This is an optimization exercise on Yosys and OpenROAD, whose aim is small area, not a production implementation. Only simulation tests tie the RTL to the original design; equivalence was not proved. Power is estimated from default activity; no workload was simulated.

## RockPaperScissor
module RockPaperScissor(
	input        MAX10_CLK1_50,
	input        reset,
	output [7:0] HEX0,
	output [7:0] HEX1,
	output [7:0] HEX2,
	output [7:0] HEX3,
	output [7:0] HEX4,
	output [7:0] HEX5,
	input  [1:0] KEY,
	output [9:0] LEDR,
	input  [9:0] SW
);
For scale: roughly 400 cells after synthesis, roughly 72 I/O pins, about 0.0027 sq mm of cells after synthesis.
Settings: LEC_CHECK=0, ABC_AREA=1, CAP_MARGIN=20, CORE_MARGIN=2, CORE_UTILIZATION=40, PLACE_DENSITY=0.6, SLEW_MARGIN=20; clock period 5.0 ns.
standard.sh (not shown) runs the stock make flow with config.mk's settings and CLKGATE_MAP_FILE= SYNTH_SCRIPT=/design/flow/synth_recipe.tcl, a recipe that flattens the netlist after the stock synthesis.
==> flow/flow/run.sh <==
#!/bin/bash
# Layout flow: the standard flow (standard.sh) with its synthesis unchanged, then
#  1. the combinational logic of the synthesised netlist mapped again by ABC for area
#     (flip-flops kept as they are, same cells and names);
#  2. the rest of the standard flow from that netlist, with port buffers of
#     sky130_fd_sc_hd__buf_1 (the default picks clkdlybuf4s50_1) and a clock tree
#     without dummy loads.
# Every port still gets its buffer; the clock reaches every register through buffers.
# Each tool's output goes to a log file of its own in this folder.
set -euo pipefail
WORK=$(pwd)
R=$WORK/orfs/results/$FLOW_PLATFORM/RockPaperScissor/base
LIB=$FLOW_HOME/platforms/sky130hd/lib/sky130_fd_sc_hd__tt_025C_1v80.lib
YOSYS=$FLOW_HOME/../tools/install/yosys/bin/yosys
export BUFFER_PORTS_ARGS="-buffer_cell sky130_fd_sc_hd__buf_1"
export CTS_ARGS="-sink_clustering_enable -repair_clock_nets -dont_use_dummy_load -buf_list sky130_fd_sc_hd__clkbuf_16 -root_buf sky130_fd_sc_hd__clkbuf_16 -sink_clustering_size 50 -sink_clustering_max_diameter 300"

# 1. standard synthesis
bash standard.sh synth > flow_synth.log 2>&1
cp $R/1_2_yosys.v $WORK/synth_standard.v

# 2. map the combinational logic again
mkdir -p $WORK/remap
python3 $WORK/flow/mkmodels.py $LIB $WORK/remap > $WORK/remap/mkmodels.log 2>&1
# the platform's don't-use cells
DU="-dont_use sky130_fd_sc_hd__probe_p_8 -dont_use sky130_fd_sc_hd__probec_p_8 -dont_use sky130_fd_sc_hd__lpflow_bleeder_1 -dont_use sky130_fd_sc_hd__lpflow_clkbufkapwr_1 -dont_use sky130_fd_sc_hd__lpflow_clkbufkapwr_16 -dont_use sky130_fd_sc_hd__lpflow_clkbufkapwr_2 -dont_use sky130_fd_sc_hd__lpflow_clkbufkapwr_4 -dont_use sky130_fd_sc_hd__lpflow_clkbufkapwr_8 -dont_use sky130_fd_sc_hd__lpflow_clkinvkapwr_1 -dont_use sky130_fd_sc_hd__lpflow_clkinvkapwr_16 -dont_use sky130_fd_sc_hd__lpflow_clkinvkapwr_2 -dont_use sky130_fd_sc_hd__lpflow_clkinvkapwr_4 -dont_use sky130_fd_sc_hd__lpflow_clkinvkapwr_8 -dont_use sky130_fd_sc_hd__lpflow_decapkapwr_12 -dont_use sky130_fd_sc_hd__lpflow_decapkapwr_3 -dont_use sky130_fd_sc_hd__lpflow_decapkapwr_4 -dont_use sky130_fd_sc_hd__lpflow_decapkapwr_6 -dont_use sky130_fd_sc_hd__lpflow_decapkapwr_8 -dont_use sky130_fd_sc_hd__lpflow_inputiso0n_1 -dont_use sky130_fd_sc_hd__lpflow_inputiso0p_1 -dont_use sky130_fd_sc_hd__lpflow_inputiso1n_1 -dont_use sky130_fd_sc_hd__lpflow_inputiso1p_1 -dont_use sky130_fd_sc_hd__lpflow_inputisolatch_1 -dont_use sky130_fd_sc_hd__lpflow_isobufsrc_1 -dont_use sky130_fd_sc_hd__lpflow_isobufsrc_16 -dont_use sky130_fd_sc_hd__lpflow_isobufsrc_2 -dont_use sky130_fd_sc_hd__lpflow_isobufsrc_4 -dont_use sky130_fd_sc_hd__lpflow_isobufsrc_8 -dont_use sky130_fd_sc_hd__lpflow_isobufsrckapwr_16 -dont_use sky130_fd_sc_hd__lpflow_lsbuf_lh_hl_isowell_tap_1 -dont_use sky130_fd_sc_hd__lpflow_lsbuf_lh_hl_isowell_tap_2 -dont_use sky130_fd_sc_hd__lpflow_lsbuf_lh_hl_isowell_tap_4 -dont_use sky130_fd_sc_hd__lpflow_lsbuf_lh_isowell_4 -dont_use sky130_fd_sc_hd__lpflow_lsbuf_lh_isowell_tap_1 -dont_use sky130_fd_sc_hd__lpflow_lsbuf_lh_isowell_tap_2 -dont_use sky130_fd_sc_hd__lpflow_lsbuf_lh_isowell_tap_4"
$YOSYS -l $WORK/flow_remap.log -p "
read_verilog $WORK/remap/comb_models.v
read_verilog $WORK/remap/seq_models.v
read_verilog $WORK/synth_standard.v
hierarchy -top $FLOW_TOP
flatten
opt_clean -purge
techmap
opt -purge
abc -liberty $LIB $DU -script $WORK/flow/remap.abc
opt_clean -purge
hilomap -singleton -hicell sky130_fd_sc_hd__conb_1 HI -locell sky130_fd_sc_hd__conb_1 LO
opt_clean -purge
stat -liberty $LIB
write_verilog -noattr -nohex -nodec $WORK/remap/remapped.v
" > /dev/null
cp $WORK/remap/remapped.v $R/1_2_yosys.v

# 3. the rest of the standard flow from the new netlist
bash standard.sh do-1_synth > flow_synth_odb.log 2>&1
bash standard.sh > flow_layout.log 2>&1
Other scripts of this flow, unchanged in this note and not shown: flow/flow/mkmodels.py, flow/flow/remap.abc
Edit:
--- a/flow/flow/run.sh
+++ b/flow/flow/run.sh
@@ -14,0 +15 @@
+export SKIP_REPAIR_TIE_FANOUT=1
@@ -16 +17 @@
-export CTS_ARGS="-sink_clustering_enable -repair_clock_nets -dont_use_dummy_load -buf_list sky130_fd_sc_hd__clkbuf_16 -root_buf sky130_fd_sc_hd__clkbuf_16 -sink_clustering_size 50 -sink_clustering_max_diameter 300"
+export CTS_ARGS="-repair_clock_nets -dont_use_dummy_load -buf_list sky130_fd_sc_hd__clkbuf_16 -root_buf sky130_fd_sc_hd__clkbuf_16"
Global-route usage grows by 0.17 points; worst setup slack improved by 0.043 ns; total power rose by 10%; final area fell by 0.97%; sequential share of layout area is higher by 0.32 points; count of clock-buffer cells in the layout is unchanged; area after synthesis drops by 0.32%; core utilization is lower by 0.20 points; die area stays flat.
Edit:
--- a/flow/flow/run.sh
+++ b/flow/flow/run.sh
@@ -15 +14,0 @@
-export SKIP_REPAIR_TIE_FANOUT=1
@@ -17 +16 @@
-export CTS_ARGS="-repair_clock_nets -dont_use_dummy_load -buf_list sky130_fd_sc_hd__clkbuf_16 -root_buf sky130_fd_sc_hd__clkbuf_16"
+export CTS_ARGS="-sink_clustering_enable -repair_clock_nets -dont_use_dummy_load"
What happened:
- The new run went through all stages and came out clean
- core utilization came out lower by 0.64 points
- total power came out lower by 18%
- final area came out lower by 0.79%
- via count barely changes
- maximum frequency came out lower by about 1.5%
- clock-buffer cell count stays the same
Edit:
--- a/flow/flow/run.sh
+++ b/flow/flow/run.sh
@@ -8 +8,2 @@
-# Every port still gets its buffer; the clock reaches every register through buffers.
+#  3. one tie cell for all constant outputs (SKIP_REPAIR_TIE_FANOUT), not one per output.
+# Every port but a constant output still gets its buffer; the clock reaches every register through buffers.
@@ -14,0 +16 @@
+export SKIP_REPAIR_TIE_FANOUT=1
The new run completed with no timing, DRC or antenna violations.
Final area came out lower by 0.87%.
Sequential share of layout area came out higher by 0.29 points.
Total power came out higher by 0.36%.
Routed wire length came out higher by 1.4%.
Synthesized area does not change.

re-timing with driven ports:
In the flow no input, the clock included, has a driving cell. The finished layouts below were timed again as built, in two steps. Step 1, drivers: a clkbuf_16 drives MAX10_CLK1_50 and a buf_2 each remaining input, both assumed. Step 2 moves the port delays by t, midway between the first and last clock arrival at a register: inputs arrive t later, outputs are due t later. That takes back most of the time a late clock gives input paths. Three values: no drivers, after step 1, after step 2; two values: the first two.
run | t, ns | setup slack, ns | slew at the worst register clock pin (ns)
the first run | 0.306 | 0.420 / 0.389 / 0.695 | 0.06 / 0.06
the second run | 0.312 | 0.462 / 0.430 / 0.742 | 0.06 / 0.06
the third run | 0.312 | 0.391 / 0.366 / 0.678 | 0.09 / 0.09
the fourth run | 0.316 | 0.481 / 0.455 / 0.771 | 0.09 / 0.09
After both steps setup and hold are still met in every run listed.
